Context: an optimization exercise on an open-source flow, tuned for a short achievable clock period and few clock cycles per item. The choices shown serve that exercise and are no tape-out recipe. The RTL was checked by simulation tests, not by an equivalence proof against the original design. No activity file was given, so power comes from the tool's default toggle rates.

==> flow/design.v <==
typedef enum logic[6:0]
{
    LUI = 7'b0110111,
    AUIPC = 7'b0010111,
    JAL = 7'b1101111,
    JALR = 7'b1100111,
    BRANCH = 7'b1100011 
} opcode_t;
typedef struct packed 
{
    logic [24:0]    body;
    opcode_t        opcode;
} any_type_instr_t;
typedef struct packed 
{
    logic [19:0]    imm;
    logic [4:0]     rd;
    opcode_t        opcode;
} u_type_instr_t;
typedef struct packed 
{
    logic [11:0]    imm;
    logic [4:0]     rs1;
    logic [2:0]     funct3;
    logic [4:0]     rd;
    opcode_t        opcode;
} i_type_instr_t;
typedef struct packed
{   
    logic [6:0]     imm_pt2;
    logic [4:0]     rs2;
    logic [4:0]     rs1;
    logic [2:0]     funct3;
    logic [4:0]     imm_pt1;
    opcode_t        opcode;
} b_type_instr_t;
typedef union packed
{
    logic [31:0]        word;
    any_type_instr_t    any;
    u_type_instr_t      utype;
    i_type_instr_t      itype;
    b_type_instr_t      btype;
} instr_t;
typedef struct packed
{
    logic       pc_in_sel;
    logic [1:0] rd_in_sel;
    logic [2:0] alu_sel;
    logic       rs1_sel;
    logic       rs2_sel;
    logic       regfile_we;
} decoder_ctl_signals_t;
typedef enum logic [2:0]
{
    ADD = 0,
    SUB = 1,
    XOR = 2,
    OR  = 3,
    AND = 4,
    LSR = 5,
    LSL = 6
} alu_op_t;
typedef struct packed 
{
    logic zero;
    logic sign;
    logic overflow;
} alu_flags_t;
typedef enum logic [2:0]
{
    BEQ = 3'b000,
    BNE = 3'b001,
    BLT = 3'b100,
    BGE = 3'b101,
    BLTU = 3'b110,
    BGEU = 3'b111
} branch_t;
module pg_node_p
(
    input g_hi, p_hi, g_lo, p_lo,
    output ng, np
);
    assign ng = ~(g_hi | (p_hi & g_lo));
    assign np = ~(p_hi & p_lo);
endmodule
module pg_node_n
(
    input ng_hi, np_hi, ng_lo, np_lo,
    output g, p
);
    assign g = ~(ng_hi & (np_hi | ng_lo));
    assign p = ~(np_hi | np_lo);
endmodule
module pg_inv
(
    input g_in, p_in,
    output g, p
);
    assign g = ~g_in;
    assign p = ~p_in;
endmodule
module add_gp
(
    input a, b,
    output g, p
);
    assign g = a & b;
    assign p = a | b;
endmodule
module add_gp_n
(
    input a, b,
    output ng, np
);
    assign ng = ~(a & b);
    assign np = ~(a | b);
endmodule
module bit_xor
(
    input a, b,
    output x
);
    assign x = a ^ b;
endmodule
module add32
(
    input [31:0] a,
    input [31:0] b,
    output [31:0] s
);
    wire [31:0] x;
    wire [31:0] g0, p0, g1, p1, g2, p2, g3, p3, g4, p4, g5, p5;
    genvar i;
    generate
        for (i = 0; i < 32; i = i + 1)
        begin : lv0
            add_gp l (.a(a[i]), .b(b[i]), .g(g0[i]), .p(p0[i]));
            bit_xor xl (.a(a[i]), .b(b[i]), .x(x[i]));
        end
        for (i = 0; i < 32; i = i + 1)
        begin : lv1
            if (i >= 1)
                pg_node_p n (.g_hi(g0[i]), .p_hi(p0[i]), .g_lo(g0[i-1]), .p_lo(p0[i-1]), .ng(g1[i]), .np(p1[i]));
            else
                pg_inv n (.g_in(g0[i]), .p_in(p0[i]), .g(g1[i]), .p(p1[i]));
        end
        for (i = 0; i < 32; i = i + 1)
        begin : lv2
            if (i >= 2)
                pg_node_n n (.ng_hi(g1[i]), .np_hi(p1[i]), .ng_lo(g1[i-2]), .np_lo(p1[i-2]), .g(g2[i]), .p(p2[i]));
            else
                pg_inv n (.g_in(g1[i]), .p_in(p1[i]), .g(g2[i]), .p(p2[i]));
        end
        for (i = 0; i < 32; i = i + 1)
        begin : lv3
            if (i >= 4)
                pg_node_p n (.g_hi(g2[i]), .p_hi(p2[i]), .g_lo(g2[i-4]), .p_lo(p2[i-4]), .ng(g3[i]), .np(p3[i]));
            else
                pg_inv n (.g_in(g2[i]), .p_in(p2[i]), .g(g3[i]), .p(p3[i]));
        end
        for (i = 0; i < 32; i = i + 1)
        begin : lv4
            if (i >= 8)
                pg_node_n n (.ng_hi(g3[i]), .np_hi(p3[i]), .ng_lo(g3[i-8]), .np_lo(p3[i-8]), .g(g4[i]), .p(p4[i]));
            else
                pg_inv n (.g_in(g3[i]), .p_in(p3[i]), .g(g4[i]), .p(p4[i]));
        end
        for (i = 0; i < 32; i = i + 1)
        begin : lv5
            if (i >= 16)
                pg_node_p n (.g_hi(g4[i]), .p_hi(p4[i]), .g_lo(g4[i-16]), .p_lo(p4[i-16]), .ng(g5[i]), .np(p5[i]));
            else
                pg_inv n (.g_in(g4[i]), .p_in(p4[i]), .g(g5[i]), .p(p5[i]));
        end
    endgenerate
    assign s = {x[31:1] ^ ~g5[30:0], x[0]};
endmodule
module lt_leaf
(
    input a, b,
    output lt, le
);
    assign lt = ~a & b;
    assign le = ~a | b;
endmodule
module lt_node_p
(
    input lt_hi, le_hi, lt_lo, le_lo,
    output nlt, nle
);
    assign nlt = ~(lt_hi | (le_hi & lt_lo));
    assign nle = ~(lt_hi | (le_hi & le_lo));
endmodule
module lt_node_n
(
    input nlt_hi, nle_hi, nlt_lo, nle_lo,
    output lt, le
);
    assign lt = ~(nlt_hi & (nle_hi | nlt_lo));
    assign le = ~(nlt_hi & (nle_hi | nle_lo));
endmodule
module bit_xnor
(
    input a, b,
    output e
);
    assign e = ~(a ^ b);
endmodule
module g_mux2i
(
    input s, a1, a0,
    output y
);
    assign y = ~(s ? a1 : a0);
endmodule
module g_a21oi
(
    input a1, a2, b1,
    output y
);
    assign y = ~((a1 & a2) | b1);
endmodule
module late_sel
(
    input lt_hi, le_hi, lt_lo,
    input eq_low,
    input v_eq, v_lt, v_ge,
    output q
);
    wire nlt, nw;
    g_a21oi l (.a1(le_hi), .a2(lt_lo), .b1(lt_hi), .y(nlt));
    g_mux2i m1 (.s(nlt), .a1(v_ge), .a0(v_lt), .y(nw));
    g_mux2i m2 (.s(eq_low), .a1(~v_eq), .a0(nw), .y(q));
endmodule
module cmp31 #(
    parameter NC = 1      
)
(
    input [30:0] a,
    input [30:0] b,
    output [NC-1:0] lt_hi, le_hi, lt_lo, le_lo,
    output [NC-1:0] eq_low
);
    wire [31:0] lt0, le0;
    assign lt0[31] = 1'b0;
    assign le0[31] = 1'b1;
    wire [15:0] nlt1, nle1;
    wire [7:0]  lt2, le2;
    wire [3:0]  nlt3, nle3;
    wire [30:0] e;
    wire [7:0] ne1;
    wire [3:0] eq2;
    wire [1:0] neq3;
    genvar gi;
    generate
        for (gi = 0; gi < 31; gi = gi + 1)
        begin : g0
            lt_leaf l (.a(a[gi]), .b(b[gi]), .lt(lt0[gi]), .le(le0[gi]));
            bit_xnor x (.a(a[gi]), .b(b[gi]), .e(e[gi]));
        end
        for (gi = 0; gi < 16; gi = gi + 1)
        begin : g1
            lt_node_p n (.lt_hi(lt0[2*gi+1]), .le_hi(le0[2*gi+1]), .lt_lo(lt0[2*gi]), .le_lo(le0[2*gi]),
                         .nlt(nlt1[gi]), .nle(nle1[gi]));
        end
        for (gi = 0; gi < 8; gi = gi + 1)
        begin : g2
            lt_node_n n (.nlt_hi(nlt1[2*gi+1]), .nle_hi(nle1[2*gi+1]), .nlt_lo(nlt1[2*gi]), .nle_lo(nle1[2*gi]),
                         .lt(lt2[gi]), .le(le2[gi]));
        end
        for (gi = 0; gi < 4; gi = gi + 1)
        begin : g3
            lt_node_p n (.lt_hi(lt2[2*gi+1]), .le_hi(le2[2*gi+1]), .lt_lo(lt2[2*gi]), .le_lo(le2[2*gi]),
                         .nlt(nlt3[gi]), .nle(nle3[gi]));
        end
        for (gi = 0; gi < NC; gi = gi + 1)
        begin : g4
            lt_node_n nh (.nlt_hi(nlt3[3]), .nle_hi(nle3[3]), .nlt_lo(nlt3[2]), .nle_lo(nle3[2]),
                          .lt(lt_hi[gi]), .le(le_hi[gi]));
            lt_node_n nl (.nlt_hi(nlt3[1]), .nle_hi(nle3[1]), .nlt_lo(nlt3[0]), .nle_lo(nle3[0]),
                          .lt(lt_lo[gi]), .le(le_lo[gi]));
            g_nor2 e4 (.a(neq3[0]), .b(neq3[1]), .y(eq_low[gi]));
        end
        for (gi = 0; gi < 8; gi = gi + 1)
        begin : e1
            if (gi < 7)
                g_nand4 n (.a(e[4*gi]), .b(e[4*gi+1]), .c(e[4*gi+2]), .d(e[4*gi+3]), .y(ne1[gi]));
            else
                g_nand4 n (.a(e[28]), .b(e[29]), .c(e[30]), .d(1'b1), .y(ne1[gi]));
        end
        for (gi = 0; gi < 4; gi = gi + 1)
        begin : e2
            g_nor2 n (.a(ne1[2*gi]), .b(ne1[2*gi+1]), .y(eq2[gi]));
        end
        for (gi = 0; gi < 2; gi = gi + 1)
        begin : e3
            g_nand2 n (.a(eq2[2*gi]), .b(eq2[2*gi+1]), .y(neq3[gi]));
        end
    endgenerate
endmodule
module jalr_hi_bit
(
    input h, na, z, s, is_jalr, tgt, cn,
    output y
);
    wire k1 = is_jalr ? (s ? h : ~h) : tgt;    
    wire k0 = is_jalr ? h : tgt;               
    wire m1 = is_jalr ? (s ? ~h : h) : tgt;    
    wire y1n, y0n;
    g_mux2i p1 (.s(na), .a1(k0), .a0(k1), .y(y1n));
    g_mux2i p0 (.s(z), .a1(m1), .a0(k0), .y(y0n));
    g_mux2i pc (.s(cn), .a1(y0n), .a0(y1n), .y(y));
endmodule
module bit_xnor2
(
    input a, b,
    output y
);
    assign y = ~(a ^ b);
endmodule
module jalr_hi
(
    input [19:0] h,
    input s,
    input is_jalr,
    input [19:0] tgt,
    input [3:0] cn,       
    output [19:0] y
);
    wire [19:0] o1, o2, o3, o4, o5, z1, z2, z3, z4, z5;
    genvar i;
    generate
        for (i = 0; i < 20; i = i + 1)
        begin : t
            if (i >= 1) begin : l1
                g_nand2 a (.a(h[i]), .b(h[i-1]), .y(o1[i]));
                g_nor2  b (.a(h[i]), .b(h[i-1]), .y(z1[i]));
            end else begin : l1p
                assign o1[i] = ~h[i];
                assign z1[i] = ~h[i];
            end
            if (i >= 2) begin : l2
                g_nor2  a (.a(o1[i]), .b(o1[i-2]), .y(o2[i]));
                g_nand2 b (.a(z1[i]), .b(z1[i-2]), .y(z2[i]));
            end else begin : l2p
                assign o2[i] = ~o1[i];
                assign z2[i] = ~z1[i];
            end
            if (i >= 4) begin : l3
                g_nand2 a (.a(o2[i]), .b(o2[i-4]), .y(o3[i]));
                g_nor2  b (.a(z2[i]), .b(z2[i-4]), .y(z3[i]));
            end else begin : l3p
                assign o3[i] = ~o2[i];
                assign z3[i] = ~z2[i];
            end
            if (i >= 8) begin : l4
                g_nor2  a (.a(o3[i]), .b(o3[i-8]), .y(o4[i]));
                g_nand2 b (.a(z3[i]), .b(z3[i-8]), .y(z4[i]));
            end else begin : l4p
                assign o4[i] = ~o3[i];
                assign z4[i] = ~z3[i];
            end
            if (i >= 16) begin : l5
                g_nand2 a (.a(o4[i]), .b(o4[i-16]), .y(o5[i]));
                g_nor2  b (.a(z4[i]), .b(z4[i-16]), .y(z5[i]));
            end else begin : l5p
                assign o5[i] = ~o4[i];
                assign z5[i] = ~z4[i];
            end
            if (i == 0) begin : b0
                jalr_hi_bit hb (.h(h[i]), .na(1'b0), .z(1'b1), .s(s), .is_jalr(is_jalr), .tgt(tgt[i]), .cn(cn[i / 5]),
                                .y(y[i]));
            end else begin : bn
                jalr_hi_bit hb (.h(h[i]), .na(o5[i-1]), .z(z5[i-1]), .s(s), .is_jalr(is_jalr), .tgt(tgt[i]), .cn(cn[i / 5]),
                                .y(y[i]));
            end
        end
    endgenerate
endmodule
module csel
(
    input c, y1, y0,
    output y
);
    assign y = c ? y1 : y0;
endmodule
module jalr_sel
(
    input [31:0] a,
    input [11:0] imm,
    input is_jalr,
    input [31:0] tgt,
    output [31:0] d
);
    wire [11:0] x, g0, p0, g1, p1, g2, p2, g3, p3, g4, p4;
    genvar i;
    generate
        for (i = 0; i < 12; i = i + 1)
        begin : lv0
            add_gp_n l (.a(a[i]), .b(imm[i]), .ng(g0[i]), .np(p0[i]));
            bit_xor xl (.a(a[i]), .b(imm[i]), .x(x[i]));
        end
        for (i = 0; i < 12; i = i + 1)
        begin : lv1
            if (i >= 1)
                pg_node_n n (.ng_hi(g0[i]), .np_hi(p0[i]), .ng_lo(g0[i-1]), .np_lo(p0[i-1]), .g(g1[i]), .p(p1[i]));
            else
                pg_inv n (.g_in(g0[i]), .p_in(p0[i]), .g(g1[i]), .p(p1[i]));
        end
        for (i = 0; i < 12; i = i + 1)
        begin : lv2
            if (i >= 2)
                pg_node_p n (.g_hi(g1[i]), .p_hi(p1[i]), .g_lo(g1[i-2]), .p_lo(p1[i-2]), .ng(g2[i]), .np(p2[i]));
            else
                pg_inv n (.g_in(g1[i]), .p_in(p1[i]), .g(g2[i]), .p(p2[i]));
        end
        for (i = 0; i < 12; i = i + 1)
        begin : lv3
            if (i >= 4)
                pg_node_n n (.ng_hi(g2[i]), .np_hi(p2[i]), .ng_lo(g2[i-4]), .np_lo(p2[i-4]), .g(g3[i]), .p(p3[i]));
            else
                pg_inv n (.g_in(g2[i]), .p_in(p2[i]), .g(g3[i]), .p(p3[i]));
        end
        for (i = 0; i < 12; i = i + 1)
        begin : lv4
            if (i >= 8)
                pg_node_p n (.g_hi(g3[i]), .p_hi(p3[i]), .g_lo(g3[i-8]), .p_lo(p3[i-8]), .ng(g4[i]), .np(p4[i]));
            else
                pg_inv n (.g_in(g3[i]), .p_in(p3[i]), .g(g4[i]), .p(p4[i]));
        end
        for (i = 1; i < 12; i = i + 1)
        begin : lo
            g_mux2i c (.s(g4[i-1]), .a1(is_jalr ? ~x[i] : ~tgt[i]), .a0(is_jalr ? x[i] : ~tgt[i]), .y(d[i]));
        end
    endgenerate
    assign d[0] = is_jalr ? 1'b0 : tgt[0];
    wire [3:0] c12, c12p;
    generate
        for (i = 0; i < 4; i = i + 1)
        begin : cc
            pg_node_p n (.g_hi(g3[11]), .p_hi(p3[11]), .g_lo(g3[3]), .p_lo(p3[3]), .ng(c12[i]), .np(c12p[i]));
        end
    endgenerate
    jalr_hi hi (.h(a[31:12]), .s(imm[11]), .is_jalr(is_jalr), .tgt(tgt[31:12]), .cn(c12), .y(d[31:12]));
endmodule
module vcalc
(
    input go, jump, is_br,
    input [2:0] f3,
    input sdiff,
    output v_eq, v_lt, v_ge
);
    reg t_eq, t_lt, t_ge;
    always @*
    begin
        case (f3)
            3'b000: begin t_eq = !sdiff; t_lt = 1'b0;    t_ge = 1'b0;    end
            3'b001: begin t_eq = sdiff;  t_lt = 1'b1;    t_ge = 1'b1;    end
            3'b100: begin t_eq = sdiff;  t_lt = !sdiff;  t_ge = sdiff;   end
            3'b101: begin t_eq = !sdiff; t_lt = sdiff;   t_ge = !sdiff;  end
            default: begin t_eq = 1'b0;  t_lt = 1'b0;    t_ge = 1'b0;    end
        endcase
    end
    assign v_eq = go & (jump | (is_br & t_eq));
    assign v_lt = go & (jump | (is_br & t_lt));
    assign v_ge = go & (jump | (is_br & t_ge));
endmodule
module g_nand3
(
    input a, b, c,
    output y
);
    assign y = ~(a & b & c);
endmodule
module g_inv
(
    input a,
    output y
);
    assign y = ~a;
endmodule
module rf_predec
(
    input [4:0] idx,
    output [3:0] p2,
    output [7:0] p3
);
    wire [4:0] n;
    genvar gi;
    generate
        for (gi = 0; gi < 5; gi = gi + 1)
        begin : iv
            g_inv v (.a(idx[gi]), .y(n[gi]));
        end
        for (gi = 0; gi < 4; gi = gi + 1)
        begin : d2
            g_nand2 g (.a(gi[0] ? idx[0] : n[0]), .b(gi[1] ? idx[1] : n[1]), .y(p2[gi]));
        end
        for (gi = 0; gi < 8; gi = gi + 1)
        begin : d3
            g_nand3 g (.a(gi[0] ? idx[2] : n[2]), .b(gi[1] ? idx[3] : n[3]), .c(gi[2] ? idx[4] : n[4]),
                       .y(p3[gi]));
        end
    endgenerate
endmodule
module rf_dec
(
    input [3:0] p2,
    input [7:0] p3,
    output [31:0] sel
);
    genvar gi;
    generate
        for (gi = 0; gi < 32; gi = gi + 1)
        begin : d
            if (gi == 0)
                assign sel[gi] = 1'b0;
            else
                g_nor2 g (.a(p3[gi / 4]), .b(p2[gi % 4]), .y(sel[gi]));
        end
    endgenerate
endmodule
module g_aoi22
(
    input s0, d0, s1, d1,
    output y
);
    assign y = ~((s0 & d0) | (s1 & d1));
endmodule
module g_nand4
(
    input a, b, c, d,
    output y
);
    assign y = ~(a & b & c & d);
endmodule
module g_nor2
(
    input a, b,
    output y
);
    assign y = ~(a | b);
endmodule
module g_nand2
(
    input a, b,
    output y
);
    assign y = ~(a & b);
endmodule
module rf_bit
(
    input [31:0] sel,
    input [31:0] d,
    output q
);
    wire [15:0] t;
    wire [7:0] u;
    wire [3:0] v;
    wire [1:0] w;
    wire nq;
    genvar gi;
    generate
        for (gi = 0; gi < 16; gi = gi + 1)
        begin : a
            g_aoi22 g (.s0(sel[2*gi]), .d0(d[2*gi]), .s1(sel[2*gi+1]), .d1(d[2*gi+1]), .y(t[gi]));
        end
        for (gi = 0; gi < 8; gi = gi + 1)
        begin : b
            g_nand2 g (.a(t[2*gi]), .b(t[2*gi+1]), .y(u[gi]));
        end
        for (gi = 0; gi < 4; gi = gi + 1)
        begin : c
            g_nor2 g (.a(u[2*gi]), .b(u[2*gi+1]), .y(v[gi]));
        end
        for (gi = 0; gi < 2; gi = gi + 1)
        begin : d_
            g_nand2 g (.a(v[2*gi]), .b(v[2*gi+1]), .y(w[gi]));
        end
    endgenerate
    g_nor2 g (.a(w[0]), .b(w[1]), .y(nq));
    g_inv gq (.a(nq), .y(q));
endmodule
module rf_read
(
    input [31*32-1:0] regs,
    input [4:0] idx,
    output [31:0] q
);
    wire [4*32-1:0] sel;
    wire [3:0] p2;
    wire [7:0] p3;
    rf_predec pd (.idx(idx), .p2(p2), .p3(p3));
    genvar gb, gi;
    generate
        for (gb = 0; gb < 4; gb = gb + 1)
        begin : dec_
            rf_dec dec (.p2(p2), .p3(p3), .sel(sel[32*gb +: 32]));
        end
        for (gb = 0; gb < 32; gb = gb + 1)
        begin : bit_
            wire [31:0] d;
            assign d[0] = 1'b0;
            for (gi = 1; gi < 32; gi = gi + 1)
            begin : r
                assign d[gi] = regs[(gi-1)*32 + gb];
            end
            rf_bit rb (.sel(sel[32*(gb/8) +: 32]), .d(d), .q(q[gb]));
        end
    endgenerate
endmodule
module core
(
    input clk,
    input ce,
    input reset,
    input [31:0] memout,
    output [31:0] memaddr,
    output memrd
);
    localparam NG = 5;
    reg [31:0] seq_r;     
    reg [31:0] alt_r;     
    reg [31:0] seq_n_r, alt_n_r;    
    reg [NG-1:0] r_lt_hi, r_le_hi, r_lt_lo, r_eq_low;
    reg [NG-1:0] r_v_eq, r_v_lt, r_v_ge;
    wire [3:0] use_alt_i;  
    wire [15:0] use_alt_o;  
    reg run;
    reg [31:0] regs [1:31];
    wire [31*32-1:0] regs_flat;
    genvar gi;
    generate
        for (gi = 1; gi < 32; gi = gi + 1)
        begin : flat
            assign regs_flat[(gi-1)*32 +: 32] = regs[gi];
        end
    endgenerate
    genvar gk;
    generate
        for (gk = 0; gk < 16; gk = gk + 1)
        begin : out_dec
            late_sel ls (.lt_hi(r_lt_hi[gk / 4]), .le_hi(r_le_hi[gk / 4]), .lt_lo(r_lt_lo[gk / 4]),
                         .eq_low(r_eq_low[gk / 4]), .v_eq(r_v_eq[gk / 4]), .v_lt(r_v_lt[gk / 4]),
                         .v_ge(r_v_ge[gk / 4]), .q(use_alt_o[gk]));
            g_mux2i m0 (.s(use_alt_o[gk]), .a1(alt_n_r[2*gk]), .a0(seq_n_r[2*gk]), .y(memaddr[2*gk]));
            g_mux2i m1 (.s(use_alt_o[gk]), .a1(alt_n_r[2*gk+1]), .a0(seq_n_r[2*gk+1]), .y(memaddr[2*gk+1]));
        end
        for (gk = 0; gk < 4; gk = gk + 1)
        begin : int_dec
            late_sel ls (.lt_hi(r_lt_hi[4]), .le_hi(r_le_hi[4]), .lt_lo(r_lt_lo[4]), .eq_low(r_eq_low[4]),
                         .v_eq(r_v_eq[4]), .v_lt(r_v_lt[4]), .v_ge(r_v_ge[4]), .q(use_alt_i[gk]));
        end
    endgenerate
    wire [31:0] pc = use_alt_i[3] ? alt_r : seq_r;
    wire [6:0] op  = memout[6:0];
    wire [4:0] rd  = memout[11:7];
    wire [2:0] f3  = memout[14:12];
    wire [4:0] rs1 = memout[19:15];
    wire [4:0] rs2 = memout[24:20];
    wire is_lui   = op == 7'b0110111;
    wire is_auipc = op == 7'b0010111;
    wire is_jal   = op == 7'b1101111;
    wire is_jalr  = op == 7'b1100111;
    wire is_br    = op == 7'b1100011;
    wire [31:0] uimm = {memout[31:12], 12'b0};
    wire [31:0] jimm = {{12{memout[31]}}, memout[19:12], memout[20], memout[30:21], 1'b0};
    wire [31:0] bimm = {{20{memout[31]}}, memout[7], memout[30:25], memout[11:8], 1'b0};
    wire [31:0] a, b;
    rf_read rd_a (.regs(regs_flat), .idx(rs1), .q(a));
    rf_read rd_b (.regs(regs_flat), .idx(rs2), .q(b));
    wire [NG-1:0] lt_hi, le_hi, lt_lo, le_lo, eq_low;
    cmp31 #(.NC(NG)) cmp (.a(a[30:0]), .b(b[30:0]), .lt_hi(lt_hi), .le_hi(le_hi), .lt_lo(lt_lo),
                          .le_lo(le_lo), .eq_low(eq_low));
    wire sdiff = a[31] ^ b[31];
    wire go = ce & !reset;
    wire jump = is_jal | is_jalr;
    wire [NG-1:0] v_eq, v_lt, v_ge;
    generate
        for (gk = 0; gk < NG; gk = gk + 1)
        begin : vc
            vcalc c (.go(go), .jump(jump), .is_br(is_br), .f3(f3), .sdiff(sdiff),
                     .v_eq(v_eq[gk]), .v_lt(v_lt[gk]), .v_ge(v_ge[gk]));
        end
    endgenerate
    wire [31:0] pc4, pc_u, alt_d;
    wire [31:0] alt4, seq4, altu, sequ;
    add32 add_a4 (.a(alt_r), .b(32'd4), .s(alt4));
    add32 add_s4 (.a(seq_r), .b(32'd4), .s(seq4));
    add32 add_au (.a(alt_r), .b(uimm), .s(altu));
    add32 add_su (.a(seq_r), .b(uimm), .s(sequ));
    assign pc4  = use_alt_i[0] ? alt4 : seq4;
    assign pc_u = use_alt_i[2] ? altu : sequ;
    wire [31:0] tj, tb;
    add32 add_tj (.a(pc), .b(jimm), .s(tj));
    add32 add_tb (.a(pc), .b(bimm), .s(tb));
    wire [31:0] tgt = is_jal ? tj : tb;
    jalr_sel js (.a(a), .imm(memout[31:20]), .is_jalr(is_jalr), .tgt(tgt), .d(alt_d));
    wire we = is_lui | is_auipc | is_jal | is_jalr;
    wire [31:0] wdata = is_lui   ? uimm :
                        is_auipc ? pc_u : pc4;
    assign memrd = run;
    always @ (posedge clk)
    begin
        alt_r <= alt_d;
        alt_n_r <= ~alt_d;
        r_lt_hi <= lt_hi;
        r_le_hi <= le_hi;
        r_lt_lo <= lt_lo;
        r_eq_low <= eq_low;
        r_v_eq <= v_eq;
        r_v_lt <= v_lt;
        r_v_ge <= v_ge;
        if (reset)
        begin
            seq_r <= 32'd0;
            seq_n_r <= ~32'd0;
            run <= 1'b1;
        end
        else if (ce)
        begin
            seq_r <= pc4;
            seq_n_r <= ~pc4;
            if (we && rd != 5'd0)
                regs[rd] <= wdata;
        end
        else
        begin
            seq_r <= pc;
            seq_n_r <= ~pc;
        end
    end
endmodule
==> flow/flow/run.sh <==
#!/bin/bash
set -euo pipefail
bash standard.sh SETUP_SLACK_MARGIN=6.2 MATCH_CELL_FOOTPRINT=0 finish > flow_make.log 2>&1
==> flow/standard.sh <==
#!/bin/bash
# synth_recipe.tcl (not shown) runs the flow's synth.tcl, then flattens the netlist and writes it again
# the make line also repeats each setting of config.mk as NAME=value (left out here)
make -C /OpenROAD-flow-scripts/flow DESIGN_CONFIG=/design/flow/config.mk WORK_HOME=/design/flow/orfs CLKGATE_MAP_FILE= SYNTH_SCRIPT=/design/flow/synth_recipe.tcl "${@:-finish}"
==> flow/config.mk <==
export PLATFORM = sky130hd
export DESIGN_NAME = core
export DESIGN_NICKNAME = core
export VERILOG_FILES = /design/flow/design.v
export SDC_FILE = /design/flow/constraint.sdc
export NUM_CORES = 4
export LEC_CHECK = 0
export CAP_MARGIN = 20
export CORE_MARGIN = 2
export CORE_UTILIZATION = 40
export PLACE_DENSITY = 0.6
export SLEW_MARGIN = 20
export SYNTH_HIERARCHICAL = 1
export SYNTH_MINIMUM_KEEP_SIZE = 0
export TNS_END_PERCENT = 100
==> flow/constraint.sdc <==
create_clock -name core_clock -period 10.0 [get_ports {clk}]
set_input_delay 2.0000 -clock core_clock [delete_from_list [all_inputs] [get_ports {clk}]]
set_output_delay 2.0000 -clock core_clock [all_outputs]
set_load 0.01 [all_outputs]
==> results of run 1 <==
==> cells in the final DEF (no fill, tap or decap), types with 87 or more instances in the layout <==
| cell | count |
|---|---|
| a21oi_2 | 448 |
| xnor2_1 | 231 |
| inv_1 | 296 |
| clkbuf_16 | 172 |
| a22oi_2 | 1024 |
| nand2_1 | 918 |
| nor2_2 | 188 |
| xor2_1 | 204 |
| nor2_1 | 489 |
| buf_12 | 170 |
| and2_2 | 181 |
| edfxtp_1 | 992 |
| nand2_2 | 120 |
| o21ai_2 | 331 |
| conb_1 | 340 |
| buf_6 | 92 |
| buf_4 | 283 |
| dfxtp_1 | 148 |
| nor2_4 | 295 |
| mux2i_1 | 105 |
| or2_1 | 151 |
| mux2i_4 | 87 |
==> registers in the layout, summed over array words and instances, names as in the netlist <==
name and flops:
alt_n_r 32, alt_r 32, r_eq_low 5, r_le_hi 5
r_lt_hi 5, r_lt_lo 5, r_v_eq 5, r_v_ge 5
r_v_lt 5, regs 992, seq_n_r 32, seq_r 32
==> power by group <==
| part | switching, mW | leakage, nW | internal (mW) | total, mW |
|---|---|---|---|---|
| sequential | 0.469 | 10.3 | 5.84 | 6.31 |
| clock | 2.06 | 1.96 | 2.61 | 4.68 |
| combinational | 4.83 | 22.4 | 2.93 | 7.76 |
==> final cells by class <==
class,instances,area (sq um),share of cell area (%)
diodes,12,30.0,0.0303
clock buffers,137,3130,3.16
clock inverters,92,913,0.923
inverters,361,1490,1.50
multi-input cells,5746,48200,48.7
flip-flops and latches,1155,33100,33.4
well taps,2495,3120,3.15
repair buffers,690,9020,9.12
==> critical path, stage by stage <==
cell	delay, ns
buf_6	0.07
buf_12	0.13
clkinvlp_4	0.16
buf_6	0.17
nand2_8	0.17
buf_16	0.20
nor2_4	0.09
a22oi_2	0.19
nand2_1	0.10
nor2_2	0.14
nand2_2	0.09
nor2_4	0.18
clkinv_4	0.13
nor2_4	0.24
o21ai_4	0.11
a21oi_4	0.17
inv_4	0.09
a21oi_4	0.17
buf_12	0.18
mux2i_4	0.35
inv_1	0.08
==> timing repair <==
action,4_1_cts,5_1_grt
gates cloned,58,12
setup buffers,346,70
hold buffers,0,0
pin swaps,361,170
gates resized for setup,1673,274
endpoints found under the setup margin,1725,1284
==> routing by layer <==
metal | vias to the layer above | global-route usage, % | share of wire [%] | routed length, microns
met5 | - | 0 | 0.014 | 46
met4 | 6 | 20.5 | 7.4 | 24100
met3 | 958 | 7.51 | 9.3 | 30400
met2 | 3100 | 52.0 | 45 | 148000
met1 | 31600 | 40.5 | 38 | 125000
li1 | 27400 | - | - | -
==> through the flow <==
stage | worst slack [ns] | power (mW)
detailed placement | 2.32 | 12.1
floorplan | 5.25 | 9.94
finish | 5.39 | 18.8
CTS | 5.57 | 18.1
global placement | 2.40 | 12.1
global route | 5.39 | 19.3
==> worst paths after layout <==
path	startpoint	endpoint	slack, ns	depth (start not counted)
worst max-delay path	memout[15]	alt_n_r[14]	5.39	21
worst min-delay path	seq_r[31]	seq_r[31]	0.95	3
worst max register to register	r_lt_lo[4]	alt_r[27]	5.62	16
worst min register to register	seq_r[31]	seq_r[31]	0.95	3
==> impl_metrics.json, run 1 <==
{
  "status": "timing/DRC/antenna clean",
  "cts.sink_count": 1155,
  "die_w_microns": 438,
  "grt-ovfl-total": 0,
  "clock_skew_ns": 0.0502,
  "tns_ns": 0,
  "cts_tree": "done",
  "synthCells": 6999,
  "drc": 0,
  "ys_warn_count": 8,
  "fin_crit_ns": 4.61,
  "wire_per_inst_microns": 30.6,
  "layout.nets": 8110,
  "clk_latency_ns": 0.81,
  "min_period_over_period_pct": 46.1,
  "worst_pin_slew_ns": 1.14,
  "grt_use_total_pct": 32.8,
  "rows": 159,
  "hpwl_mm": 215,
  "num_vias": 63000,
  "placed_area_sq_mm": 0.0823,
  "cts.clk_slew.worst_paths_ns": 0.06,
  "ant_nets": 0,
  "wl_mm": 327,
  "worstSetupPathType": "in -> reg",
  "ir_drop_v": 0.000153,
  "dp_cells": 9961,
  "setup_viol": 0,
  "dieArea_sq_mm": 0.192,
  "gp_congestion": 1.04,
  "clockBufferDepth": 3,
  "rsz0062_at_grt": "yes",
  "vias_per_cell": 5.89,
  "design.core.area_sq_mm": 0.187,
  "leakagePower_nw": 34.6,
  "whs_ns": 0.947,
  "arrival_ns": 5.26,
  "worst_ep_required_time_ns": 10.65,
  "clock.fmax_mhz": 217,
  "cap_violations": 0,
  "cts_root_buffer": "clkbuf_16",
  "relSlewSlack_pct": 21.6,
  "final_cells": 10700,
  "die_height_microns": 438,
  "io_pins": 68,
  "grt_max_degree": 78,
  "drive_gt1_share_pct": 49.8,
  "cts_made_buffers": 121,
  "worstSetupEndpointType": "flip-flop",
  "crit_path_start_kind": "input pin",
  "dr.pass1.iters": 6,
  "path_max_fanout": 8,
  "h-tree-depth": 3,
  "fin_util_pct": 52.8,
  "design_area_sq_mm": 0.0990,
  "final_max_slew_viol_count": 0,
  "grt_pass1_wl_mm": 451,
  "synthToLayoutAreaGrowth_pct": 31.5,
  "initial_core_util_pct": 40.2,
  "hold_class": "reg -> reg",
  "dr.first_iter.drc_count": 6095,
  "grt_antenna_before_repair": 27,
  "p_per_area_mw_per_mm2": 189,
  "syn_area_sq_mm": 0.0753,
  "hold_viol": 0,
  "port_buffers": 66,
  "synth_area_per_cell_sq_um": 10.8,
  "grt_pass1_vias": 62100,
  "n_fill_cell": 16100
}
Testbench counts, summed over its fixed seeds: cycles 32,896, fetches 32,768.
==> run 2: changes to the inputs <==
--- a/flow/design.v
+++ b/flow/design.v
@@ -108,6 +108,45 @@
     assign g = a & b;
     assign p = a | b;
 endmodule
+module carry3n
+(
+    input ng_a, np_a, ng_b, np_b, ng_c,
+    output cn
+);
+    assign cn = ng_a & (np_a | ng_b) & (np_a | np_b | ng_c);
+endmodule
+module add_gp_n2
+(
+    input a0, a1, b,
+    output ng, np
+);
+    assign ng = ~((a0 | a1) & b);
+    assign np = ~(a0 | a1 | b);
+endmodule
+module bit_xor2
+(
+    input a0, a1, b,
+    output x
+);
+    assign x = (a0 | a1) ^ b;
+endmodule
+module lt_leaf2
+(
+    input a0, a1, b0, b1,
+    output lt, le
+);
+    wire a = a0 | a1;
+    wire b = b0 | b1;
+    assign lt = ~a & b;
+    assign le = ~a | b;
+endmodule
+module bit_xnor4
+(
+    input a0, a1, b0, b1,
+    output e
+);
+    assign e = ~((a0 | a1) ^ (b0 | b1));
+endmodule
 module add_gp_n
 (
     input a, b,
@@ -237,8 +276,8 @@
     parameter NC = 1      
 )
 (
-    input [30:0] a,
-    input [30:0] b,
+    input [30:0] a0, a1,      
+    input [30:0] b0, b1,      
     output [NC-1:0] lt_hi, le_hi, lt_lo, le_lo,
     output [NC-1:0] eq_low
 );
@@ -256,8 +295,8 @@
     generate
         for (gi = 0; gi < 31; gi = gi + 1)
         begin : g0
-            lt_leaf l (.a(a[gi]), .b(b[gi]), .lt(lt0[gi]), .le(le0[gi]));
-            bit_xnor x (.a(a[gi]), .b(b[gi]), .e(e[gi]));
+            lt_leaf2 l (.a0(a0[gi]), .a1(a1[gi]), .b0(b0[gi]), .b1(b1[gi]), .lt(lt0[gi]), .le(le0[gi]));
+            bit_xnor4 x (.a0(a0[gi]), .a1(a1[gi]), .b0(b0[gi]), .b1(b1[gi]), .e(e[gi]));
         end
         for (gi = 0; gi < 16; gi = gi + 1)
         begin : g1
@@ -387,7 +426,7 @@
 endmodule
 module jalr_sel
 (
-    input [31:0] a,
+    input [31:0] a0, a1,      
     input [11:0] imm,
     input is_jalr,
     input [31:0] tgt,
@@ -398,8 +437,8 @@
     generate
         for (i = 0; i < 12; i = i + 1)
         begin : lv0
-            add_gp_n l (.a(a[i]), .b(imm[i]), .ng(g0[i]), .np(p0[i]));
-            bit_xor xl (.a(a[i]), .b(imm[i]), .x(x[i]));
+            add_gp_n2 l (.a0(a0[i]), .a1(a1[i]), .b(imm[i]), .ng(g0[i]), .np(p0[i]));
+            bit_xor2 xl (.a0(a0[i]), .a1(a1[i]), .b(imm[i]), .x(x[i]));
         end
         for (i = 0; i < 12; i = i + 1)
         begin : lv1
@@ -435,14 +474,21 @@
         end
     endgenerate
     assign d[0] = is_jalr ? 1'b0 : tgt[0];
-    wire [3:0] c12, c12p;
+    wire [3:0] c12;
     generate
         for (i = 0; i < 4; i = i + 1)
         begin : cc
-            pg_node_p n (.g_hi(g3[11]), .p_hi(p3[11]), .g_lo(g3[3]), .p_lo(p3[3]), .ng(c12[i]), .np(c12p[i]));
+            carry3n n (.ng_a(g2[11]), .np_a(p2[11]), .ng_b(g2[7]), .np_b(p2[7]), .ng_c(g2[3]), .cn(c12[i]));
         end
     endgenerate
-    jalr_hi hi (.h(a[31:12]), .s(imm[11]), .is_jalr(is_jalr), .tgt(tgt[31:12]), .cn(c12), .y(d[31:12]));
+    wire [31:12] ah;
+    generate
+        for (i = 12; i < 32; i = i + 1)
+        begin : aor
+            g_or2 o (.a(a0[i]), .b(a1[i]), .y(ah[i]));
+        end
+    endgenerate
+    jalr_hi hi (.h(ah), .s(imm[11]), .is_jalr(is_jalr), .tgt(tgt[31:12]), .cn(c12), .y(d[31:12]));
 endmodule
 module vcalc
 (
@@ -542,6 +588,13 @@
 );
     assign y = ~(a | b);
 endmodule
+module g_or2
+(
+    input a, b,
+    output y
+);
+    assign y = a | b;
+endmodule
 module g_nand2
 (
     input a, b,
@@ -553,13 +606,12 @@
 (
     input [31:0] sel,
     input [31:0] d,
-    output q
+    output w0, w1
 );
     wire [15:0] t;
     wire [7:0] u;
     wire [3:0] v;
     wire [1:0] w;
-    wire nq;
     genvar gi;
     generate
         for (gi = 0; gi < 16; gi = gi + 1)
@@ -579,14 +631,15 @@
             g_nand2 g (.a(v[2*gi]), .b(v[2*gi+1]), .y(w[gi]));
         end
     endgenerate
-    g_nor2 g (.a(w[0]), .b(w[1]), .y(nq));
-    g_inv gq (.a(nq), .y(q));
+    assign w0 = w[0];
+    assign w1 = w[1];
 endmodule
 module rf_read
 (
     input [31*32-1:0] regs,
     input [4:0] idx,
-    output [31:0] q
+    output [31:0] w0,     
+    output [31:0] w1
 );
     wire [4*32-1:0] sel;
     wire [3:0] p2;
@@ -606,7 +659,7 @@
             begin : r
                 assign d[gi] = regs[(gi-1)*32 + gb];
             end
-            rf_bit rb (.sel(sel[32*(gb/8) +: 32]), .d(d), .q(q[gb]));
+            rf_bit rb (.sel(sel[32*(gb/8) +: 32]), .d(d), .w0(w0[gb]), .w1(w1[gb]));
         end
     endgenerate
 endmodule
@@ -622,7 +675,6 @@
     localparam NG = 5;
     reg [31:0] seq_r;     
     reg [31:0] alt_r;     
-    reg [31:0] seq_n_r, alt_n_r;    
     reg [NG-1:0] r_lt_hi, r_le_hi, r_lt_lo, r_eq_low;
     reg [NG-1:0] r_v_eq, r_v_lt, r_v_ge;
     wire [3:0] use_alt_i;  
@@ -644,8 +696,8 @@
             late_sel ls (.lt_hi(r_lt_hi[gk / 4]), .le_hi(r_le_hi[gk / 4]), .lt_lo(r_lt_lo[gk / 4]),
                          .eq_low(r_eq_low[gk / 4]), .v_eq(r_v_eq[gk / 4]), .v_lt(r_v_lt[gk / 4]),
                          .v_ge(r_v_ge[gk / 4]), .q(use_alt_o[gk]));
-            g_mux2i m0 (.s(use_alt_o[gk]), .a1(alt_n_r[2*gk]), .a0(seq_n_r[2*gk]), .y(memaddr[2*gk]));
-            g_mux2i m1 (.s(use_alt_o[gk]), .a1(alt_n_r[2*gk+1]), .a0(seq_n_r[2*gk+1]), .y(memaddr[2*gk+1]));
+            g_mux2i m0 (.s(use_alt_o[gk]), .a1(~alt_r[2*gk]), .a0(~seq_r[2*gk]), .y(memaddr[2*gk]));
+            g_mux2i m1 (.s(use_alt_o[gk]), .a1(~alt_r[2*gk+1]), .a0(~seq_r[2*gk+1]), .y(memaddr[2*gk+1]));
         end
         for (gk = 0; gk < 4; gk = gk + 1)
         begin : int_dec
@@ -667,13 +719,16 @@
     wire [31:0] uimm = {memout[31:12], 12'b0};
     wire [31:0] jimm = {{12{memout[31]}}, memout[19:12], memout[20], memout[30:21], 1'b0};
     wire [31:0] bimm = {{20{memout[31]}}, memout[7], memout[30:25], memout[11:8], 1'b0};
-    wire [31:0] a, b;
-    rf_read rd_a (.regs(regs_flat), .idx(rs1), .q(a));
-    rf_read rd_b (.regs(regs_flat), .idx(rs2), .q(b));
+    wire [31:0] aw0, aw1, bw0, bw1;
+    rf_read rd_a (.regs(regs_flat), .idx(rs1), .w0(aw0), .w1(aw1));
+    rf_read rd_b (.regs(regs_flat), .idx(rs2), .w0(bw0), .w1(bw1));
+    wire a31, b31;
+    g_or2 oa (.a(aw0[31]), .b(aw1[31]), .y(a31));
+    g_or2 ob (.a(bw0[31]), .b(bw1[31]), .y(b31));
     wire [NG-1:0] lt_hi, le_hi, lt_lo, le_lo, eq_low;
-    cmp31 #(.NC(NG)) cmp (.a(a[30:0]), .b(b[30:0]), .lt_hi(lt_hi), .le_hi(le_hi), .lt_lo(lt_lo),
+    cmp31 #(.NC(NG)) cmp (.a0(aw0[30:0]), .a1(aw1[30:0]), .b0(bw0[30:0]), .b1(bw1[30:0]), .lt_hi(lt_hi), .le_hi(le_hi), .lt_lo(lt_lo),
                           .le_lo(le_lo), .eq_low(eq_low));
-    wire sdiff = a[31] ^ b[31];
+    wire sdiff = a31 ^ b31;
     wire go = ce & !reset;
     wire jump = is_jal | is_jalr;
     wire [NG-1:0] v_eq, v_lt, v_ge;
@@ -696,7 +751,7 @@
     add32 add_tj (.a(pc), .b(jimm), .s(tj));
     add32 add_tb (.a(pc), .b(bimm), .s(tb));
     wire [31:0] tgt = is_jal ? tj : tb;
-    jalr_sel js (.a(a), .imm(memout[31:20]), .is_jalr(is_jalr), .tgt(tgt), .d(alt_d));
+    jalr_sel js (.a0(aw0), .a1(aw1), .imm(memout[31:20]), .is_jalr(is_jalr), .tgt(tgt), .d(alt_d));
     wire we = is_lui | is_auipc | is_jal | is_jalr;
     wire [31:0] wdata = is_lui   ? uimm :
                         is_auipc ? pc_u : pc4;
@@ -704,7 +759,6 @@
     always @ (posedge clk)
     begin
         alt_r <= alt_d;
-        alt_n_r <= ~alt_d;
         r_lt_hi <= lt_hi;
         r_le_hi <= le_hi;
         r_lt_lo <= lt_lo;
@@ -715,20 +769,17 @@
         if (reset)
         begin
             seq_r <= 32'd0;
-            seq_n_r <= ~32'd0;
             run <= 1'b1;
         end
         else if (ce)
         begin
             seq_r <= pc4;
-            seq_n_r <= ~pc4;
             if (we && rd != 5'd0)
                 regs[rd] <= wdata;
         end
         else
         begin
             seq_r <= pc;
-            seq_n_r <= ~pc;
         end
     end
 endmodule
==> run 2 against run 1 <==
Compared with the run above:
- fmax rose by 5.7%
- cell area fell by 0.60%
- clock power grew 4%
- die area shrank 1.6%
- sequential power down 6.2%
- area after synthesis is 1.7% lower
- critical path depth fell by 2
- setup slack better by 0.25 ns
- register-to-register slack improved by 0.23 ns
- core utilization rose by 0.81 points
- via count is 1.8% lower
- synthesized cell count is 0.96% lower
==> impl_metrics.json, run 2 <==
{
  "status": "timing/DRC/antenna clean",
  "layout.nets": 8039,
  "n_fill_cell": 15600,
  "r2r-end": "alt_r[29]",
  "cp-startpoint": "memout[18]",
  "p_per_area_mw_per_mm2": 188,
  "die_w_microns": 434,
  "h-tree-depth": 3,
  "multi_input_area_sq_mm": 0.0490,
  "min_period_over_period_pct": 43.6,
  "synthCells": 6932,
  "arrival_ns": 5.00,
  "wl_mm": 305,
  "regArea_sq_mm": 0.0318,
  "ys_warn_count": 8,
  "grt_pass1_wl_mm": 419,
  "fin_crit_ns": 4.36,
  "largest_register_ffs": 992,
  "rows": 157,
  "port_buffers": 66,
  "wire_per_inst_microns": 28.8,
  "layout_commonest_cell": "a22oi_2",
  "dr.pass1.iters": 8,
  "drive_gt1_share_pct": 51.9,
  "reg2reg_slack_ns": 5.85,
  "ir_drop_v": 0.000154,
  "cts_tree": "done",
  "hold_class": "reg -> reg",
  "synthToLayoutAreaGrowth_pct": 32.9,
  "cpPeakStageDelay_ns": 0.32,
  "grt_pass1_vias": 60300,
  "synth_area_per_cell_sq_um": 10.7,
  "initial_core_util_pct": 40.3,
  "crit_path_start_kind": "input pin",
  "grt_max_degree": 65,
  "r2r_cells": 17,
  "clockBufferDepth": 3,
  "clk_latency_ns": 0.78,
  "rsz0062_at_grt": "yes",
  "leakagePower_nw": 33.9,
  "tns_ns": 0,
  "worst_ep_required_time_ns": 10.65,
  "regMostFlops": "regs",
  "fin_util_pct": 53.6,
  "min_to": "seq_r[20]",
  "relSlewSlack_pct": 25.4,
  "gp_congestion": 0.983,
  "hp-start": "seq_r[20]",
  "grt_use_total_pct": 30.7,
  "cpLargestDelayFamily": "simple AND/OR/NAND/NOR gates",
  "hpwl_mm": 201,
  "num_vias": 61900,
  "syn_area_sq_mm": 0.0740,
  "hold_viol": 0,
  "dieArea_sq_mm": 0.189,
  "holdBufCountCts": 0,
  "worst_path_max_delay_cell": "nor3_4",
  "grt-ovfl-total": 0,
  "clock.fmax_mhz": 229,
  "cts.sink_count": 1091,
  "final_cell_mix": "1024 x a22oi_2, 992 x edfxtp_1, 848 x nand2_1",
  "path_cells": "buf_6 -> buf_12 -> clkinvlp_4 -> buf_4 -> nand3_4 -> buf_12 -> nor2_4 -> a22oi_2 -> nand2_1 -> nor2_2 -> nand2_2 -> nor3_4 -> nor2_2 -> a21oi_4 -> buf_12 -> nor3_4 -> nor2_4 -> buf_12 -> mux2i_4",
  "io_pins": 68,
  "critPathBufInv": 7,
  "path_max_fanout": 8,
  "cts_root_buffer": "clkbuf_16",
  "design.core.area_sq_mm": 0.183,
  "worstSetupEndpointType": "flip-flop",
  "drc": 0,
  "cpMostUsedCell": "buf_12",
  "vias_per_cell": 5.85,
  "grt_antenna_before_repair": 14,
  "setup_viol": 0,
  "clock_skew_ns": 0.0523,
  "dr.first_iter.drc_count": 6229,
  "reg_top3": "regs x992, alt_r x32, seq_r x32",
  "final_max_slew_viol_count": 0,
  "cts.clk_slew.worst_paths_ns": 0.06,
  "regToRegStartpoint": "r_lt_lo[4]",
  "worst_pin_slew_ns": 1.09,
  "worstSetupPathType": "in -> reg",
  "worstHoldPathCells": 3,
  "die_height_microns": 434,
  "cap_violations": 0,
  "ant_nets": 0,
  "cts_made_buffers": 119
}
run 2: through the flow:
stage / total power, mW / setup WS (ns) / instance area (sq um) / cells / hold WS, ns
after detailed placement: 11.6 / 2.61 / 80900 / 9858 / 0.935
after CTS: 17.6 / 5.74 / 95600 / 10400 / 0.944
after floorplan: 9.59 / 5.39 / 76500 / 7256 / 0.800
final: 18.5 / 5.64 / 98400 / 10600 / 0.969
after global placement: 11.5 / 2.60 / 80800 / 9853 / 0.925
after global routing: 19.0 / 5.64 / 98400 / 10600 / 1.01
run 2: per-layer routing:
metal  GRT usage [%]  up-vias  routed length (microns)
met3            6.75      834                    29600
li1                -    27300                        -
met4            17.5        2                    21300
met1            39.1    30700                   118000
met2            48.0     3135                   135000
met5               0        -                       12
run 2: report_power, final:
part	switching, mW	internal (mW)
clock network	1.97	2.91
registers	0.415	5.50
logic	4.73	2.97
run 2: how the worst max path moves through the flow:
stage	endpoint	cells after the start
after floorplan	alt_r[31]	8
after global placement	alt_r[19]	16
after detailed placement	alt_r[19]	16
after CTS	memaddr[11]	5
after global routing	alt_r[16]	19
final	alt_r[16]	19
run 2: cell type report:
class                      count  area share (%)
antenna                       14          0.0356
clock buffer                 137            3.13
clock inverter                86            1.24
inverter                     329            1.30
multi-input combinational   5781            49.8
sequential                  1091            32.3
tap                         2464            3.13
timing repair buffer         682            9.04
run 2: worst reg2reg max path: cells and delay by family (launching register included):
kind / cells / cell delay (ns)
DFF: 1 / 0.37
buffers and inverters: 2 / 0.41
AOI/OAI and AO/OA: 6 / 0.91
and+or+nand+nor: 1 / 0.33
muxes: 7 / 1.91
xor gates and xnor gates: 1 / 0.10
run 2: what timing repair did:
action | 4_1_cts | 5_1_grt
gates resized for setup | 1817 | 279
buffers inserted | 302 | 108
endpoints found under the setup margin | 1710 | 1637
pin swaps | 424 | 219
cloned | 53 | 26
Testbench counts of run 2, summed over its fixed seeds: cycles 32,896, fetches 32,768.
==> run 3: changes to the inputs <==
--- a/flow/design.v
+++ b/flow/design.v
@@ -672,13 +672,13 @@
     output [31:0] memaddr,
     output memrd
 );
-    localparam NG = 5;
+    localparam NG = 9;
     reg [31:0] seq_r;     
     reg [31:0] alt_r;     
     reg [NG-1:0] r_lt_hi, r_le_hi, r_lt_lo, r_eq_low;
     reg [NG-1:0] r_v_eq, r_v_lt, r_v_ge;
     wire [3:0] use_alt_i;  
-    wire [15:0] use_alt_o;  
+    wire [31:0] use_alt_o;  
     reg run;
     reg [31:0] regs [1:31];
     wire [31*32-1:0] regs_flat;
@@ -691,18 +691,17 @@
     endgenerate
     genvar gk;
     generate
-        for (gk = 0; gk < 16; gk = gk + 1)
+        for (gk = 0; gk < 32; gk = gk + 1)
         begin : out_dec
             late_sel ls (.lt_hi(r_lt_hi[gk / 4]), .le_hi(r_le_hi[gk / 4]), .lt_lo(r_lt_lo[gk / 4]),
                          .eq_low(r_eq_low[gk / 4]), .v_eq(r_v_eq[gk / 4]), .v_lt(r_v_lt[gk / 4]),
                          .v_ge(r_v_ge[gk / 4]), .q(use_alt_o[gk]));
-            g_mux2i m0 (.s(use_alt_o[gk]), .a1(~alt_r[2*gk]), .a0(~seq_r[2*gk]), .y(memaddr[2*gk]));
-            g_mux2i m1 (.s(use_alt_o[gk]), .a1(~alt_r[2*gk+1]), .a0(~seq_r[2*gk+1]), .y(memaddr[2*gk+1]));
+            g_mux2i m (.s(use_alt_o[gk]), .a1(~alt_r[gk]), .a0(~seq_r[gk]), .y(memaddr[gk]));
         end
         for (gk = 0; gk < 4; gk = gk + 1)
         begin : int_dec
-            late_sel ls (.lt_hi(r_lt_hi[4]), .le_hi(r_le_hi[4]), .lt_lo(r_lt_lo[4]), .eq_low(r_eq_low[4]),
-                         .v_eq(r_v_eq[4]), .v_lt(r_v_lt[4]), .v_ge(r_v_ge[4]), .q(use_alt_i[gk]));
+            late_sel ls (.lt_hi(r_lt_hi[8]), .le_hi(r_le_hi[8]), .lt_lo(r_lt_lo[8]), .eq_low(r_eq_low[8]),
+                         .v_eq(r_v_eq[8]), .v_lt(r_v_lt[8]), .v_ge(r_v_ge[8]), .q(use_alt_i[gk]));
         end
     endgenerate
     wire [31:0] pc = use_alt_i[3] ? alt_r : seq_r;
==> run 3 against run 2 <==
Compared with the run above:
- routed wire length rose by 6.4%
- power up 1.3%
- first-iteration DRC count up 13%
- critical endpoint unchanged
==> impl_metrics.json, run 3 <==
{
  "cts_tree": "done",
  "cpPeakStageDelay_ns": 0.32,
  "design.core.area_sq_mm": 0.188,
  "dr.first_iter.drc_count": 7031,
  "drive_gt1_share_pct": 51.3,
  "regMostFlops": "regs",
  "port_buffers": 66,
  "cpMostUsedCell": "nor2_4",
  "clock_skew_ns": 0.0456,
  "layout.nets": 8228,
  "drc": 0,
  "wire_per_inst_microns": 30.0,
  "holdBufCountCts": 0,
  "ant_nets": 0,
  "gp_congestion": 0.980,
  "grt_pass1_vias": 62400,
  "clockBufferDepth": 3,
  "worstSetupEndpointType": "flip-flop",
  "grt_max_degree": 67,
  "grt_use_total_pct": 32.2,
  "worst_pin_slew_ns": 1.09,
  "clk_latency_ns": 0.81,
  "cpLargestDelayFamily": "simple AND/OR/NAND/NOR gates",
  "die_height_microns": 438,
  "worst_path_max_delay_cell": "nor3_4",
  "h-tree-depth": 4,
  "path_cells": "buf_8 -> buf_12 -> clkinvlp_4 -> nand2_8 -> clkbuf_16 -> buf_12 -> nor2_4 -> a22oi_2 -> nand2_2 -> nor2_4 -> nand2_4 -> nor3_4 -> o21ai_2 -> a21oi_2 -> buf_6 -> o21ai_4 -> nor2_4 -> mux2i_1",
  "met3_length_mm": 27.4,
  "leakagePower_nw": 34.8,
  "n_fill_cell": 15800,
  "top_layer": "met4",
  "final_max_slew_viol_count": 0,
  "multi_input_area_sq_mm": 0.0500,
  "status": "timing/DRC/antenna clean",
  "wl_mm": 324,
  "dr.pass1.iters": 8,
  "r2r_cells": 16,
  "grt-ovfl-total": 0,
  "layout_commonest_cell": "a22oi_2",
  "vias_per_cell": 5.93,
  "setup_viol": 0,
  "hold_class": "reg -> reg",
  "worstSetupPathType": "in -> reg",
  "design_area_sq_mm": 0.101,
  "rsz0062_at_grt": "yes",
  "cts_root_buffer": "clkbuf_16",
  "syn_area_sq_mm": 0.0755,
  "final_cell_mix": "1024 x a22oi_2, 992 x edfxtp_1, 867 x nand2_1",
  "critical_path_cell_count": 18,
  "min_period_over_period_pct": 43.5,
  "cts.clk_slew.worst_paths_ns": 0.06,
  "wl_met1_mm": 126,
  "cts.sink_count": 1119,
  "placed_area_sq_mm": 0.0825,
  "min_to": "seq_r[31]",
  "reg2reg_slack_ns": 5.86,
  "arrival_ns": 5.05,
  "largest_register_ffs": 992,
  "r2r-end": "alt_r[31]",
  "synth_area_per_cell_sq_um": 10.7,
  "grt_pass1_wl_mm": 445,
  "cap_violations": 0,
  "path_max_fanout": 8,
  "grt_antenna_before_repair": 11,
  "synthToLayoutAreaGrowth_pct": 33.4,
  "relSlewSlack_pct": 25.1,
  "ys_warn_count": 8,
  "rows": 159,
  "num_vias": 64000,
  "p_per_area_mw_per_mm2": 186,
  "fin_crit_ns": 4.35,
  "worstHoldPathCells": 3,
  "synthCells": 7084,
  "worst_ep_required_time_ns": 10.70,
  "hp-start": "seq_r[31]",
  "critPathBufInv": 6,
  "wl_met2_mm": 145,
  "hpwl_mm": 206,
  "fin_util_pct": 53.7,
  "die_w_microns": 438,
  "tns_ns": 0,
  "dieArea_sq_mm": 0.192,
  "hold_viol": 0,
  "cts_made_buffers": 130,
  "crit_path_start_kind": "input pin",
  "reg_top3": "regs x992, alt_r x32, seq_r x32",
  "regArea_sq_mm": 0.0324,
  "io_pins": 68,
  "initial_core_util_pct": 40.2,
  "regToRegStartpoint": "r_le_hi[8]",
  "ir_drop_v": 0.000187,
  "clock.fmax_mhz": 230
}
[run 3: per-layer routing]
| layer | vias up | track usage (%) |
|---|---|---|
| met4 | 0 | 20.1 |
| met3 | 918 | 5.44 |
| met2 | 3238 | 50.6 |
| met1 | 32000 | 41.2 |
| met5 | - | 0 |
| li1 | 27800 | - |
[run 3: final cells by class]
class                      instances  area share [%]
clock inverter                    85           0.908
timing repair buffer             705            9.35
tap                             2495            3.10
inverter                         345            1.33
clock buffer                     154            3.45
antenna                            9          0.0224
multi-input combinational       5892            49.6
sequential                      1119            32.2
[run 3: power breakdown]
part / leakage, nW / total (mW) / switching, mW / internal, mW
logic: 22.7 / 7.74 / 4.76 / 2.99
clock network: 2.14 / 4.96 / 2.07 / 2.89
registers: 9.96 / 6.03 / 0.399 / 5.63
[run 3: stage by stage]
stage | hold WS (ns) | worst slack, ns | instances | total power, mW
floorplan | 0.800 | 5.39 | 7408 | 9.78
global placement | 0.920 | 2.81 | 10000 | 11.7
global route | 0.967 | 5.65 | 10800 | 19.3
finish | 0.961 | 5.65 | 10800 | 18.7
CTS | 0.940 | 5.67 | 10700 | 18.0
detailed placement | 0.930 | 2.71 | 10000 | 11.8
[run 3: worst max-delay path by stage]
stage	start	endpoint	slack [ns]
finish	memout[15]	alt_r[16]	5.65
global placement	memout[22]	r_lt_lo[5]	2.81
global route	memout[15]	alt_r[16]	5.65
detailed placement	memout[22]	r_lt_lo[8]	2.71
floorplan	memout[5]	alt_r[31]	5.39
CTS	r_lt_lo[0]	memaddr[2]	5.67
[run 3: worst min-delay path: cells and delay by family, from the launching register on]
family | cells | cell delay, ns
muxes | 1 | 0.35
AOI/OAI and AO/OA | 1 | 0.06
DFF | 1 | 0.40
and+or+nand+nor | 1 | 0.11
[run 3: what timing repair did]
action / 4_1_cts / 5_1_grt
pin swaps: 481 / 184
setup buffers: 353 / 77
endpoints found under the setup margin: 2110 / 1541
gates cloned: 64 / 20
resized for setup: 1916 / 277
Testbench counts of run 3, summed over its fixed seeds: cycles 32,896, fetches 32,768.
==> run 4: changes to the inputs <==
--- a/flow/config.mk
+++ b/flow/config.mk
@@ -7,7 +7,7 @@
 export LEC_CHECK = 0
 export CAP_MARGIN = 20
 export CORE_MARGIN = 2
-export CORE_UTILIZATION = 40
+export CORE_UTILIZATION = 48
 export PLACE_DENSITY = 0.6
 export SLEW_MARGIN = 20
 export SYNTH_HIERARCHICAL = 1
==> run 4 against run 3 <==
Compared with the run above:
- still clean on timing, DRC and antenna
- power shrank 1.5%
- synthesized cell count did not move
- non-clock buffer count is 20 lower
- largest power group unchanged
==> impl_metrics.json, run 4 <==
{
  "die_height_microns": 401,
  "tns_ns": 0,
  "worst_pin_slew_ns": 0.862,
  "status": "timing/DRC/antenna clean",
  "design.core.area_sq_mm": 0.156,
  "r2r_cells": 16,
  "fin_util_pct": 63.2,
  "cts_made_buffers": 121,
  "worst_ep_required_time_ns": 10.58,
  "dr.pass1.iters": 5,
  "dr.first_iter.drc_count": 6647,
  "clk_latency_ns": 0.80,
  "setup_viol": 0,
  "worstHoldPathCells": 3,
  "clock_skew_ns": 0.0612,
  "worstSetupPathType": "in -> reg",
  "gp_congestion": 0.996,
  "n_fill_cell": 12300,
  "io_pins": 68,
  "h-tree-depth": 3,
  "regMostFlops": "regs",
  "syn_area_sq_mm": 0.0755,
  "synthToLayoutAreaGrowth_pct": 30.7,
  "dp_cells": 9618,
  "synth_area_per_cell_sq_um": 10.7,
  "largest_register_ffs": 992,
  "cts.sink_count": 1119,
  "hold_class": "reg -> reg",
  "layout.nets": 8203,
  "power_frac_comb_pct": 41.3,
  "rsz0062_at_grt": "yes",
  "clock.fmax_mhz": 230,
  "ant_nets": 0,
  "total_power_mw": 18.5,
  "p_per_area_mw_per_mm2": 187,
  "vias_per_cell": 6.16,
  "grt_antenna_before_repair": 14,
  "grt_max_degree": 76,
  "ys_warn_count": 8,
  "die_w_microns": 401,
  "crit_path_start_kind": "input pin",
  "wire_per_inst_microns": 30.9,
  "cap_violations": 0,
  "rows": 145,
  "final_cell_mix": "1024 x a22oi_2, 992 x edfxtp_1, 859 x nand2_1",
  "fin_crit_ns": 4.34,
  "worstSetupEndpointType": "flip-flop",
  "multi_input_area_sq_mm": 0.0493,
  "internal-power_mw": 11.2,
  "num_vias": 63700,
  "port_buffers": 66,
  "regArea_sq_mm": 0.0324,
  "min_period_over_period_pct": 43.4,
  "ir_drop_v": 0.000179,
  "wl_mm": 319,
  "p_seq_share_pct": 32.7,
  "grt_pass1_wl_mm": 440,
  "reg_top3": "regs x992, alt_r x32, seq_r x32",
  "grt-ovfl-total": 0,
  "drive_gt1_share_pct": 50.6,
  "holdBufCountCts": 0,
  "layout_commonest_cell": "a22oi_2",
  "drc": 0,
  "final_max_slew_viol_count": 0,
  "cts_tree": "done",
  "clkPwrFrac_pct": 26.0,
  "leakagePower_nw": 34.2,
  "final_cells": 10300,
  "grt_pass1_vias": 62000,
  "hold_viol": 0,
  "grt_use_total_pct": 37.9,
  "power.switching_mw": 7.25,
  "swShare_pct": 39.3,
  "dieArea_sq_mm": 0.160,
  "relSlewSlack_pct": 40.9,
  "initial_core_util_pct": 48.3,
  "cts.clk_slew.worst_paths_ns": 0.06,
  "hpwl_mm": 208,
  "synthCells": 7084,
  "cts_root_buffer": "clkbuf_16",
  "path_max_fanout": 16,
  "clockBufferDepth": 3,
  "arrival_ns": 4.93
}
==> run 4: power groups by stage <==
stage / Combinational, mW / Clock [mW] / Sequential [mW]
2_1_floorplan: 3.90 / 0 / 5.88
3_3_place_gp: 5.80 / 0 / 6.09
3_5_place_dp: 5.84 / 0 / 6.09
4_1_cts: 6.86 / 4.83 / 6.00
5_1_grt: 7.92 / 5.01 / 6.03
6_report: 7.63 / 4.79 / 6.04
==> run 4: through the flow <==
step | setup slack, ns | hold WS [ns] | cell area [sq um]
3_5_place_dp | 2.53 | 0.881 | 82000
3_3_place_gp | 2.56 | 0.864 | 82000
2_1_floorplan | 5.39 | 0.800 | 78000
4_1_cts | 5.53 | 0.894 | 94900
6_report | 5.66 | 0.907 | 98700
5_1_grt | 5.66 | 0.937 | 98600
==> run 4: worst max-delay path, cell delays in order <==
cell,delay (ns)
buf_6,0.10
buf_12,0.14
buf_6,0.12
buf_8,0.12
buf_8,0.11
or2_4,0.28
a21oi_4,0.19
o21ai_2,0.09
a21oi_2,0.16
buf_4,0.13
o21ai_2,0.05
a21oi_2,0.18
xnor2_1,0.20
mux2_4,0.22
mux2i_4,0.07
mux2i_4,0.48
buf_12,0.25
==> run 4: path summary, 6_finish.rpt <==
| path | start | slack [ns] | endpoint |
|---|---|---|---|
| setup / recovery | memout[17] | 5.66 | regs[28][28] |
| hold / removal | seq_r[11] | 0.91 | seq_r[11] |
| setup reg to reg | r_le_hi[8] | 5.86 | alt_r[28] |
| hold reg to reg | seq_r[11] | 0.91 | seq_r[11] |
==> run 4: what timing repair did <==
| action | in CTS | in global routing |
|---|---|---|
| resized for setup | 1410 | 576 |
| pin swaps | 280 | 263 |
| endpoints found under the setup margin | 1931 | 1412 |
| setup buffers | 286 | 133 |
| cloned | 50 | 15 |
==> run 4: final cells by class <==
type | count | share of cell area [%]
Antenna cell | 7 | 0.0178
Clock buffer | 144 | 3.22
Clock inverter | 85 | 1.06
Inverter | 345 | 1.36
Multi-Input combinational cell | 5896 | 50.0
Sequential cell | 1119 | 32.9
Tap cell | 2058 | 2.61
Timing Repair Buffer | 685 | 8.86
==> run 4: metal layers <==
layer  share of wire [%]  routed length (microns)  GRT usage [%]
met5               0.016                       50              0
met3                 9.6                    30500           7.31
met4                 7.2                    23000           21.2
met1                  39                   124000           49.0
met2                  45                   142000           59.8

## separate check: timing with driven ports
The flow's constraints put no driver on any port. The routed layouts listed below were extracted and timed again, unchanged, in two steps.
Step 1: set_driving_cell puts a clkbuf_16 on clk and a buf_2 on each other input, an assumption about the parent block.
Step 2, shift: input delay + t, output delay - t, t = (earliest + latest rising clock arrival at the registers) / 2. This alone moves slack from input paths to output paths.
Slacks: ideal / step 1 / step 2; pairs: ideal / step 1.
| run | t, ns | setup slack, ns | worst hold slack (ns) |
|---|---|---|---|
| run 1 | 0.864 | 5.392 / 5.426 / 4.562 | 0.947 / 0.947 / 0.947 |
| run 2 | 0.838 | 5.641 / 5.555 / 4.717 | 0.969 / 0.969 / 0.969 |
| run 3 | 0.867 | 5.651 / 5.604 / 4.810 | 0.961 / 0.961 / 0.961 |
| run 4 | 0.851 | 5.658 / 5.667 / 4.816 | 0.907 / 0.907 / 0.907 |
After both steps setup and hold are still met in every run listed. For run 2, which loses most, drivers alone change the setup slack by -0.086 ns; drivers and shift together by -0.924 ns.
